Background: an optimization exercise with open tools, aiming at small area. Do not read the settings as production practice.
Where RTL was checked, it was by simulation tests only, not by an equivalence proof against the original.
Power figures rest on the tool's default switching activity, not on a simulated workload.

Setup of job 5495:
// cmd_int
module cmd_int(
input    wire        i_clk,
input    wire        i_rst,
input    wire        i_data_valid,
input    wire [7:0]  i_data,
output   reg         o_buff_en,
output   wire        o_data_valid,
output   wire [7:0]  o_data,
output   reg         o_srst,
output   reg         o_pgrm_icap,
output   wire [26:0] o_ddr_strt_addr,
output   wire [19:0] o_trans_len,
output   reg         o_load,
input    wire  [19:0]i_icap_clk_cnt,
input    wire  [19:0]i_total_clk_cnt,
input    wire        i_uart_tx_buffer_full,
input    wire        i_dma_done,
output   reg         o_pr_reset
);
function [3:0] cls;
  input [7:0] c;
  case (c)
    8'h31: cls = 4'd1;  
    8'h32: cls = 4'd2;  
    8'h41: cls = 4'd3;  
    8'h43: cls = 4'd4;  
    8'h44: cls = 4'd5;  
    8'h45: cls = 4'd6;  
    8'h49: cls = 4'd7;  
    8'h4C: cls = 4'd8;  
    8'h4D: cls = 4'd9;  
    8'h4E: cls = 4'd10;  
    8'h4F: cls = 4'd11;  
    8'h50: cls = 4'd12;  
    8'h52: cls = 4'd13;  
    8'h53: cls = 4'd14;  
    8'h54: cls = 4'd15;  
    default: cls = 4'd0;
  endcase
endfunction
function [5:0] ac_next;
  input [5:0] s;
  input [7:0] c;
  reg [3:0] cc;
  reg [5:0] x;
  begin
    cc = cls(c);
    x = 6'd0;
    if ((cc == 4'd1) & ((s == 6'd61) | (s == 6'd63))) x = x | 6'd1;  
    if ((cc == 4'd2) & ((s == 6'd61) | (s == 6'd63))) x = x | 6'd1;  
    if ((cc == 4'd3) & ((s[5:2] == 4'd14))) x = x | 6'd1;  
    if ((cc == 4'd4) & ((s[5:2] == 4'd10))) x = x | 6'd1;  
    if ((cc == 4'd4) & ((s == 6'd30))) x = x | 6'd2;  
    if ((cc == 4'd5) & ((s == 6'd13))) x = x | 6'd1;  
    if ((cc == 4'd5) & ((s == 6'd45))) x = x | 6'd2;  
    if ((cc == 4'd5) & ((s == 6'd46))) x = x | 6'd3;  
    if ((cc == 4'd6) & ((s == 6'd33))) x = x | 6'd1;  
  ...
clock: 5.0 ns
lec_check: 0
cap_margin: 0
core_margin: 2
core_utilization: 40
slew_margin: 0
standard.sh (not shown) runs the stock make flow with config.mk's settings and CLKGATE_MAP_FILE= SYNTH_SCRIPT=/design/flow/synth_recipe.tcl, a recipe that flattens the netlist after the stock synthesis.
==> flow/flow/run.sh <==
#!/bin/bash
# Own layout flow: the standard ORFS flow (standard.sh, unchanged synthesis),
# with two layout settings that ORFS reads from the environment:
#  - the port buffers that buffer_ports inserts use the smallest buffer cell
#    (every input and output port still gets its own buffer);
#  - clock tree synthesis without dummy loads, with the clustering given below.
set -euo pipefail
export BUFFER_PORTS_ARGS="-buffer_cell sky130_fd_sc_hd__buf_1"
export CTS_ARGS="-sink_clustering_enable -repair_clock_nets -dont_use_dummy_load -buf_list sky130_fd_sc_hd__clkbuf_8 -sink_clustering_size 20 -sink_clustering_max_diameter 50"
bash standard.sh finish > flow_standard.log 2>&1
Job 5495: PASS, flow complete, no timing, DRC or antenna violations
#### Input delta (job 6818 over job 5495)
- CAP_MARGIN now 20, was 0
- SLEW_MARGIN now 20, was 0
- PLACE_DENSITY now 0.7, previously not set
- CORE_UTILIZATION now 60, was 40
Findings:
Job 6818 did not stop at any stage, and its layout met the timing, DRC and antenna checks.
Sort job 5495 and job 6818 by part of the power in the clock network, descending, and job 5495 comes first.
In job 6818, the fraction of the core area covered by cells at the end of the flow came out 22 points above the value in job 5495.
Chip width went down by more than 10% going from job 5495 to job 6818.
Input changes introduced in job 7956 (baseline for comparison: job 6818):
- swapping 60 for 40 in CORE_UTILIZATION
- clearing PLACE_DENSITY, which used to be 0.7
[summary]
Job 7956 gives more critical path data arrival time than job 6818 did. Share of final-layout standard cells stronger than drive strength 1 on job 7956 is up relative to job 6818. Worst setup path endpoint = o_ddr_strt_addr[0]: job 6818; worst setup path endpoint = o_trans_len[3]: job 7956. Taking job 6818 as the reference point, the average wire per cell in the routed design of job 7956 falls by 0.41 um.
The inputs of job 2746 differ from those of job 7956 as listed below.
- putting PLACE_DENSITY at 0.7 where nothing was set
- swapping 40 for 60 in CORE_UTILIZATION
-- flow/flow/run.sh --
<<< job 7956, line 8
export BUFFER_PORTS_ARGS="-buffer_cell sky130_fd_sc_hd__buf_1"
export CTS_ARGS="-sink_clustering_enable -repair_clock_nets -dont_use_dummy_load -buf_list sky130_fd_sc_hd__clkbuf_8 -sink_clustering_size 20 -sink_clustering_max_diameter 50"
bash standard.sh finish > flow_standard.log 2>&1
>>> job 2746, line 8
export BUFFER_PORTS_ARGS="-buffer_cell sky130_fd_sc_hd__buf_1"
export CTS_ARGS="-sink_clustering_enable -repair_clock_nets -dont_use_dummy_load -buf_list sky130_fd_sc_hd__clkbuf_8 -sink_clustering_size 14 -sink_clustering_max_diameter 40"
bash standard.sh finish > flow_standard.log 2>&1
## What came out
- As far as maximum root-to-sink buffer count is concerned, job 2746 and job 7956 perform about the same.
- As of job 2746, power dissipated by switching net loads had fallen slightly compared to job 7956.
- On highest clock frequency the design can meet, job 2746 and job 7956 are basically level.
- Of job 2746 and job 7956, the run reporting the higher worst slack at placement was job 7956.
- As far as number of setup violations in the final report goes, job 7956 and job 2746 are indistinguishable; the numbers are identical.

---

Setup of lane 1:
cmd_int, a different RTL version from the one above (not shown whole).
Size in the first run: roughly 960 cells after synthesis, roughly 280 flip-flops, ~110 I/O pins, about 0.012 mm2 of cells after synthesis.
clock: 5.0 ns
lec_check: 0
cap_margin: 20
core_margin: 2
core_utilization: 70
place_density: 0.8
slew_margin: 20
==> flow/flow/run.sh <==
#!/bin/bash
# Own layout flow: the standard ORFS flow (standard.sh, unchanged synthesis),
# with two layout settings that ORFS reads from the environment:
#  - the port buffers that buffer_ports inserts use the smallest buffer cell
#    (every input and output port still gets its own buffer);
#  - clock tree synthesis without dummy loads, with the clustering given below.
set -euo pipefail
export BUFFER_PORTS_ARGS="-buffer_cell sky130_fd_sc_hd__buf_1"
export CTS_ARGS="-sink_clustering_enable -repair_clock_nets -dont_use_dummy_load -buf_list {sky130_fd_sc_hd__clkbuf_2 sky130_fd_sc_hd__clkbuf_4 sky130_fd_sc_hd__clkbuf_8} -root_buf sky130_fd_sc_hd__clkbuf_8 -sink_clustering_buffer sky130_fd_sc_hd__clkbuf_4 -sink_clustering_size 12 -sink_clustering_max_diameter 40"
bash standard.sh finish > flow_standard.log 2>&1
What lane 2 does differently from lane 1 at the input level:
-- flow/flow/run.sh --
<<< lane 1, line 9
export CTS_ARGS="-sink_clustering_enable -repair_clock_nets -dont_use_dummy_load -buf_list {sky130_fd_sc_hd__clkbuf_2 sky130_fd_sc_hd__clkbuf_4 sky130_fd_sc_hd__clkbuf_8} -root_buf sky130_fd_sc_hd__clkbuf_8 -sink_clustering_buffer sky130_fd_sc_hd__clkbuf_4 -sink_clustering_size 12 -sink_clustering_max_diameter 40"
>>> lane 2, line 9
export CTS_ARGS="-sink_clustering_enable -repair_clock_nets -dont_use_dummy_load -buf_list sky130_fd_sc_hd__clkbuf_4 -sink_clustering_size 10 -sink_clustering_max_diameter 30"
### Flow results
- First-pass GRT wire length was lower in lane 1 than in lane 2.
- Against lane 1, lane 2 comes in about 3% higher on power density of the placed cells.
- On clock insertion delay at the later pin of the skew report, the higher figure sits with lane 2, not lane 1.
> inputs changed (lane 2 -> lane 3)
Settings: CORE_UTILIZATION changed from 70 to 75; PLACE_DENSITY changed from 0.8 to 0.85.
-- flow/flow/run.sh --
<<< lane 2, line 9
export CTS_ARGS="-sink_clustering_enable -repair_clock_nets -dont_use_dummy_load -buf_list sky130_fd_sc_hd__clkbuf_4 -sink_clustering_size 10 -sink_clustering_max_diameter 30"
>>> lane 3, line 9
export CTS_ARGS="-sink_clustering_enable -repair_clock_nets -dont_use_dummy_load -buf_list sky130_fd_sc_hd__clkbuf_4 -sink_clustering_size 12 -sink_clustering_max_diameter 30"
[summary]
- Delta (lane 3 minus lane 2): fmax essentially unchanged; detailed-router iteration count before antenna repair shrank by 1.
- Comparing the two runs side by side, lane 3 comes out ahead of lane 2 on final critical path time including I/O delays and setup.
- On power, lane 3 and lane 2 are neck and neck.
- In the flow results for lane 3 and lane 2, the slew at the pin closest to its max-slew limit is smaller on lane 2.
- Lane 2 → lane 3: total area of multi-input combinational cells did not really move; final area did not really move; worst-case hold slack went up; wire length of the first global-routing pass went down.
- Lane 3 finished all stages; the layout is clean.
For lane 4, these inputs were changed with respect to lane 3:
Settings: swapping 0.85 for 0.9 in PLACE_DENSITY; swapping 75 for 80 in CORE_UTILIZATION.
-- flow/flow/run.sh --
<<< lane 3, line 9
export CTS_ARGS="-sink_clustering_enable -repair_clock_nets -dont_use_dummy_load -buf_list sky130_fd_sc_hd__clkbuf_4 -sink_clustering_size 12 -sink_clustering_max_diameter 30"
>>> lane 4, line 9
export CTS_ARGS="-sink_clustering_enable -repair_clock_nets -dont_use_dummy_load -buf_list sky130_fd_sc_hd__clkbuf_4 -sink_clustering_size 10 -sink_clustering_max_diameter 30"
--- outcome ---
Any difference in clock power between lane 3 and lane 4 is small enough to ignore.
Detailed route wirelength on metal3 was higher in the run labelled lane 4.
Lane 4 falls short of lane 3 in worst hold slack.
From lane 3 to lane 4 the numbers moved as follows: switching power summed over all nets rose about 2.5%; maximum frequency shrank by 3.1 MHz.
No functional check of the RTL was part of any run of this note.

---

cmd_int again, from the RTL that the note above started with.
==> flow/design.v (excerpt) <==
module cmd_int(
input    wire        i_clk,
input    wire        i_rst,
input    wire        i_data_valid,
input    wire [7:0]  i_data,
output   reg         o_buff_en,
output   wire        o_data_valid,
output   wire [7:0]  o_data,
output   reg         o_srst,
output   reg         o_pgrm_icap,
output   wire [26:0] o_ddr_strt_addr,
output   wire [19:0] o_trans_len,
output   reg         o_load,
input    wire  [19:0]i_icap_clk_cnt,
input    wire  [19:0]i_total_clk_cnt,
input    wire        i_uart_tx_buffer_full,
input    wire        i_dma_done,
output   reg         o_pr_reset
);
function [3:0] cls;
  input [7:0] c;
  case (c)
    8'h31: cls = 4'd1;  
    8'h32: cls = 4'd2;  
    8'h41: cls = 4'd3;  
    8'h43: cls = 4'd4;  
    8'h44: cls = 4'd5;  
    8'h45: cls = 4'd6;  
    8'h49: cls = 4'd7;  
    8'h4C: cls = 4'd8;  
    8'h4D: cls = 4'd9;  
    8'h4E: cls = 4'd10;  
    8'h4F: cls = 4'd11;  
    8'h50: cls = 4'd12;  
    8'h52: cls = 4'd13;  
    8'h53: cls = 4'd14;  
    8'h54: cls = 4'd15;  
  ...
clock: 5.0 ns
lec_check: 0
cap_margin: 20
core_margin: 2
core_utilization: 70
gpl_routability_driven: 0
gpl_timing_driven: 0
place_density: 0.8
slew_margin: 20
==> flow/flow/run.sh <==
#!/bin/bash
# Own layout flow: the standard ORFS flow (standard.sh, unchanged synthesis),
# with two layout settings that ORFS reads from the environment:
#  - the port buffers that buffer_ports inserts use the smallest buffer cell
#    (every input and output port still gets its own buffer);
#  - clock tree synthesis without dummy loads, with the clustering given below.
set -euo pipefail
export BUFFER_PORTS_ARGS="-buffer_cell sky130_fd_sc_hd__buf_1"
export CTS_ARGS="-sink_clustering_enable -repair_clock_nets -dont_use_dummy_load -buf_list sky130_fd_sc_hd__clkbuf_4 -sink_clustering_size 10 -sink_clustering_max_diameter 30"
bash standard.sh finish > flow_standard.log 2>&1
The baseline completed without violations.
Edit:
--- a/flow/flow/run.sh
+++ b/flow/flow/run.sh
@@ -9 +9 @@
-export CTS_ARGS="-sink_clustering_enable -repair_clock_nets -dont_use_dummy_load -buf_list sky130_fd_sc_hd__clkbuf_4 -sink_clustering_size 10 -sink_clustering_max_diameter 30"
+export CTS_ARGS="-sink_clustering_enable -repair_clock_nets -dont_use_dummy_load -buf_list sky130_fd_sc_hd__clkbuf_4 -root_buf sky130_fd_sc_hd__clkbuf_16 -sink_clustering_size 12 -sink_clustering_max_diameter 35"
--- a/flow/config.mk
+++ b/flow/config.mk
@@ -11,2 +10,0 @@
-export GPL_ROUTABILITY_DRIVEN = 0
-export GPL_TIMING_DRIVEN = 0
The changed run completed with no timing, DRC or antenna violations; via count falls by 2.6%; hold slack hardly moves; clock skew falls by 0.024 ns.
Edit:
--- a/flow/flow/run.sh
+++ b/flow/flow/run.sh
@@ -9 +9 @@
-export CTS_ARGS="-sink_clustering_enable -repair_clock_nets -dont_use_dummy_load -buf_list sky130_fd_sc_hd__clkbuf_4 -root_buf sky130_fd_sc_hd__clkbuf_16 -sink_clustering_size 12 -sink_clustering_max_diameter 35"
+export CTS_ARGS="-sink_clustering_enable -repair_clock_nets -dont_use_dummy_load -buf_list sky130_fd_sc_hd__clkbuf_4 -sink_clustering_size 14 -sink_clustering_max_diameter 30"
The new run produced a clean layout.
Clock-buffer cell count came out higher by 5.
Via count fell by 0.37%.
Worst setup slack got worse by 0.11 ns.
Clock power shrinks by about 8%.
Final cell count rose by 0.47%.
Edit:
--- a/flow/flow/run.sh
+++ b/flow/flow/run.sh
@@ -9 +9 @@
-export CTS_ARGS="-sink_clustering_enable -repair_clock_nets -dont_use_dummy_load -buf_list sky130_fd_sc_hd__clkbuf_4 -sink_clustering_size 14 -sink_clustering_max_diameter 30"
+export CTS_ARGS="-sink_clustering_enable -repair_clock_nets -dont_use_dummy_load -buf_list {sky130_fd_sc_hd__clkbuf_4 sky130_fd_sc_hd__clkbuf_8} -root_buf sky130_fd_sc_hd__clkbuf_8 -sink_clustering_buffer sky130_fd_sc_hd__clkbuf_4 -sink_clustering_size 12 -sink_clustering_max_diameter 35"
Combinational power stays flat.
Area after synthesis does not change.
Non-clock buffer count stays the same.
Critical path depth stays the same.
No run of this note included a check of the RTL's function; only the layout flow was run.

---

Another version of the RTL of cmd_int (not shown whole).
Size in the first run: about 110 I/O pins, roughly 12000 um2 of cells after synthesis.
export LEC_CHECK = 0
export CAP_MARGIN = 20
export CORE_MARGIN = 2
export CORE_UTILIZATION = 70
export PLACE_DENSITY = 0.8
export SLEW_MARGIN = 20
create_clock -name core_clock -period 5.0 [get_ports {i_clk}]
==> flow/flow/run.sh <==
#!/bin/bash
# Own layout flow: the standard ORFS flow (standard.sh, unchanged synthesis),
# with two layout settings that ORFS reads from the environment:
#  - the port buffers that buffer_ports inserts use the smallest buffer cell
#    (every input and output port still gets its own buffer);
#  - clock tree synthesis without dummy loads, with the clustering given below.
set -euo pipefail
export BUFFER_PORTS_ARGS="-buffer_cell sky130_fd_sc_hd__buf_1"
export CTS_ARGS="-sink_clustering_enable -repair_clock_nets -dont_use_dummy_load -buf_list sky130_fd_sc_hd__clkbuf_16 -sink_clustering_size 30 -sink_clustering_max_diameter 35"
bash standard.sh finish > flow_standard.log 2>&1
Edit:
--- a/flow/flow/run.sh
+++ b/flow/flow/run.sh
@@ -8,3 +8,3 @@
 export BUFFER_PORTS_ARGS="-buffer_cell sky130_fd_sc_hd__buf_1"
-export CTS_ARGS="-sink_clustering_enable -repair_clock_nets -dont_use_dummy_load -buf_list sky130_fd_sc_hd__clkbuf_16 -sink_clustering_size 30 -sink_clustering_max_diameter 35"
+export CTS_ARGS="-sink_clustering_enable -repair_clock_nets -dont_use_dummy_load -buf_list sky130_fd_sc_hd__clkbuf_8 -sink_clustering_size 14 -sink_clustering_max_diameter 40"
 bash standard.sh finish > flow_standard.log 2>&1
After rerunning: Clock-buffer cell count decreases by 7. Clock skew decreases by 0.010 ns. Area after synthesis does not change. Maximum frequency barely changes. Clock power decreases by about 40%. Worst hold slack gets better by 0.0051 ns. Global-route usage decreases by 1.5 points. Register-to-register slack hardly moves. First-iteration DRC count decreases by 19%. Die area is unchanged.
Edit:
--- a/flow/flow/run.sh
+++ b/flow/flow/run.sh
@@ -8,3 +8,3 @@
 export BUFFER_PORTS_ARGS="-buffer_cell sky130_fd_sc_hd__buf_1"
-export CTS_ARGS="-sink_clustering_enable -repair_clock_nets -dont_use_dummy_load -buf_list sky130_fd_sc_hd__clkbuf_8 -sink_clustering_size 14 -sink_clustering_max_diameter 40"
+export CTS_ARGS="-sink_clustering_enable -repair_clock_nets -dont_use_dummy_load -buf_list sky130_fd_sc_hd__clkbuf_4 sky130_fd_sc_hd__clkbuf_8 -sink_clustering_size 12 -sink_clustering_max_diameter 40"
 bash standard.sh finish > flow_standard.log 2>&1
After rerunning: The new run ended with an error in clock tree synthesis (4_1_cts) on STA-0564. Area after synthesis stays the same. Synthesized cell count is unchanged.
Edit:
--- a/flow/flow/run.sh
+++ b/flow/flow/run.sh
@@ -8,3 +8,3 @@
 export BUFFER_PORTS_ARGS="-buffer_cell sky130_fd_sc_hd__buf_1"
-export CTS_ARGS="-sink_clustering_enable -repair_clock_nets -dont_use_dummy_load -buf_list sky130_fd_sc_hd__clkbuf_4 sky130_fd_sc_hd__clkbuf_8 -sink_clustering_size 12 -sink_clustering_max_diameter 40"
+export CTS_ARGS="-sink_clustering_enable -repair_clock_nets -dont_use_dummy_load -buf_list sky130_fd_sc_hd__clkbuf_4 -sink_clustering_size 12 -sink_clustering_max_diameter 40"
 bash standard.sh finish > flow_standard.log 2>&1
Now the flow finished with timing, DRC and antenna clean. Synthesized area is unchanged. Synthesized cell count is unchanged.

==> static timing again, ports no longer ideal <==
No port has a modelled driver above. Below, the same layouts with a new extraction and two added sets of constraints.
Step 1 (the two cells are an assumption about what drives the block):
set clk [get_ports {i_clk}]
set_driving_cell -lib_cell sky130_fd_sc_hd__clkbuf_16 $clk
set_driving_cell -lib_cell sky130_fd_sc_hd__buf_2 [delete_from_list [all_inputs] $clk]
Step 2 also shifts input and output timing later by t, the mid clock arrival at the registers, as if the neighbouring blocks saw the same clock.
Three values: ideal, step 1, step 2; two values: the first two.
run | shift t [ns] | setup WS [ns] | worst setup path after step 2 | latest minus earliest clock arrival (ns) | worst register clock-pin slew, ns
job 5495 | 0.586 | 0.973 / 0.928 / 1.340 | input to register | 0.097 / 0.096 | 0.11 / 0.11
job 6818 | 0.582 | 0.997 / 0.960 / 1.296 | input to register | 0.066 / 0.067 | 0.12 / 0.12
job 7956 | 0.586 | 0.973 / 0.928 / 1.340 | input to register | 0.097 / 0.096 | 0.11 / 0.11
job 2746 | 0.576 | 0.985 / 0.948 / 1.335 | input to register | 0.066 / 0.065 | 0.09 / 0.09
lane 1 | 0.549 | 1.184 / 1.144 / 1.424 | input to register | 0.066 / 0.066 | 0.12 / 0.12
lane 2 | 0.634 | 1.135 / 1.097 / 1.355 | input to register | 0.110 / 0.110 | 0.11 / 0.11
lane 3 | 0.635 | 1.143 / 1.103 / 1.334 | input to register | 0.117 / 0.118 | 0.12 / 0.12
lane 4 | 0.650 | 1.096 / 1.055 / 1.396 | input to register | 0.101 / 0.101 | 0.10 / 0.10
the first run of note 3 | 0.648 | 0.916 / 0.882 / 1.108 | input to register | 0.102 / 0.102 | 0.10 / 0.10
the second run of note 3 | 0.504 | 1.248 / 1.204 / 1.426 | input to register | 0.050 / 0.050 | 0.12 / 0.12
the third run of note 3 | 0.633 | 1.139 / 1.101 / 1.365 | input to register | 0.100 / 0.100 | 0.12 / 0.12
the fourth run of note 3 | 0.526 | 1.219 / 1.180 / 1.423 | input to register | 0.060 / 0.060 | 0.12 / 0.12
the first run of note 4 | 0.532 | 1.300 / 1.257 / 1.258 | input to register | 0.081 / 0.082 | 0.08 / 0.08
the second run of note 4 | 0.580 | 1.295 / 1.257 / 1.412 | input to register | 0.072 / 0.071 | 0.09 / 0.09
the fourth run of note 4 | 0.684 | 1.184 / 1.149 / 1.430 | input to register | 0.064 / 0.063 | 0.12 / 0.12
After both steps setup and hold are still met in every run listed. The setup slack of the first run of note 4, which loses most, moves by -0.043 ns with the drivers and by -0.042 ns with both steps.
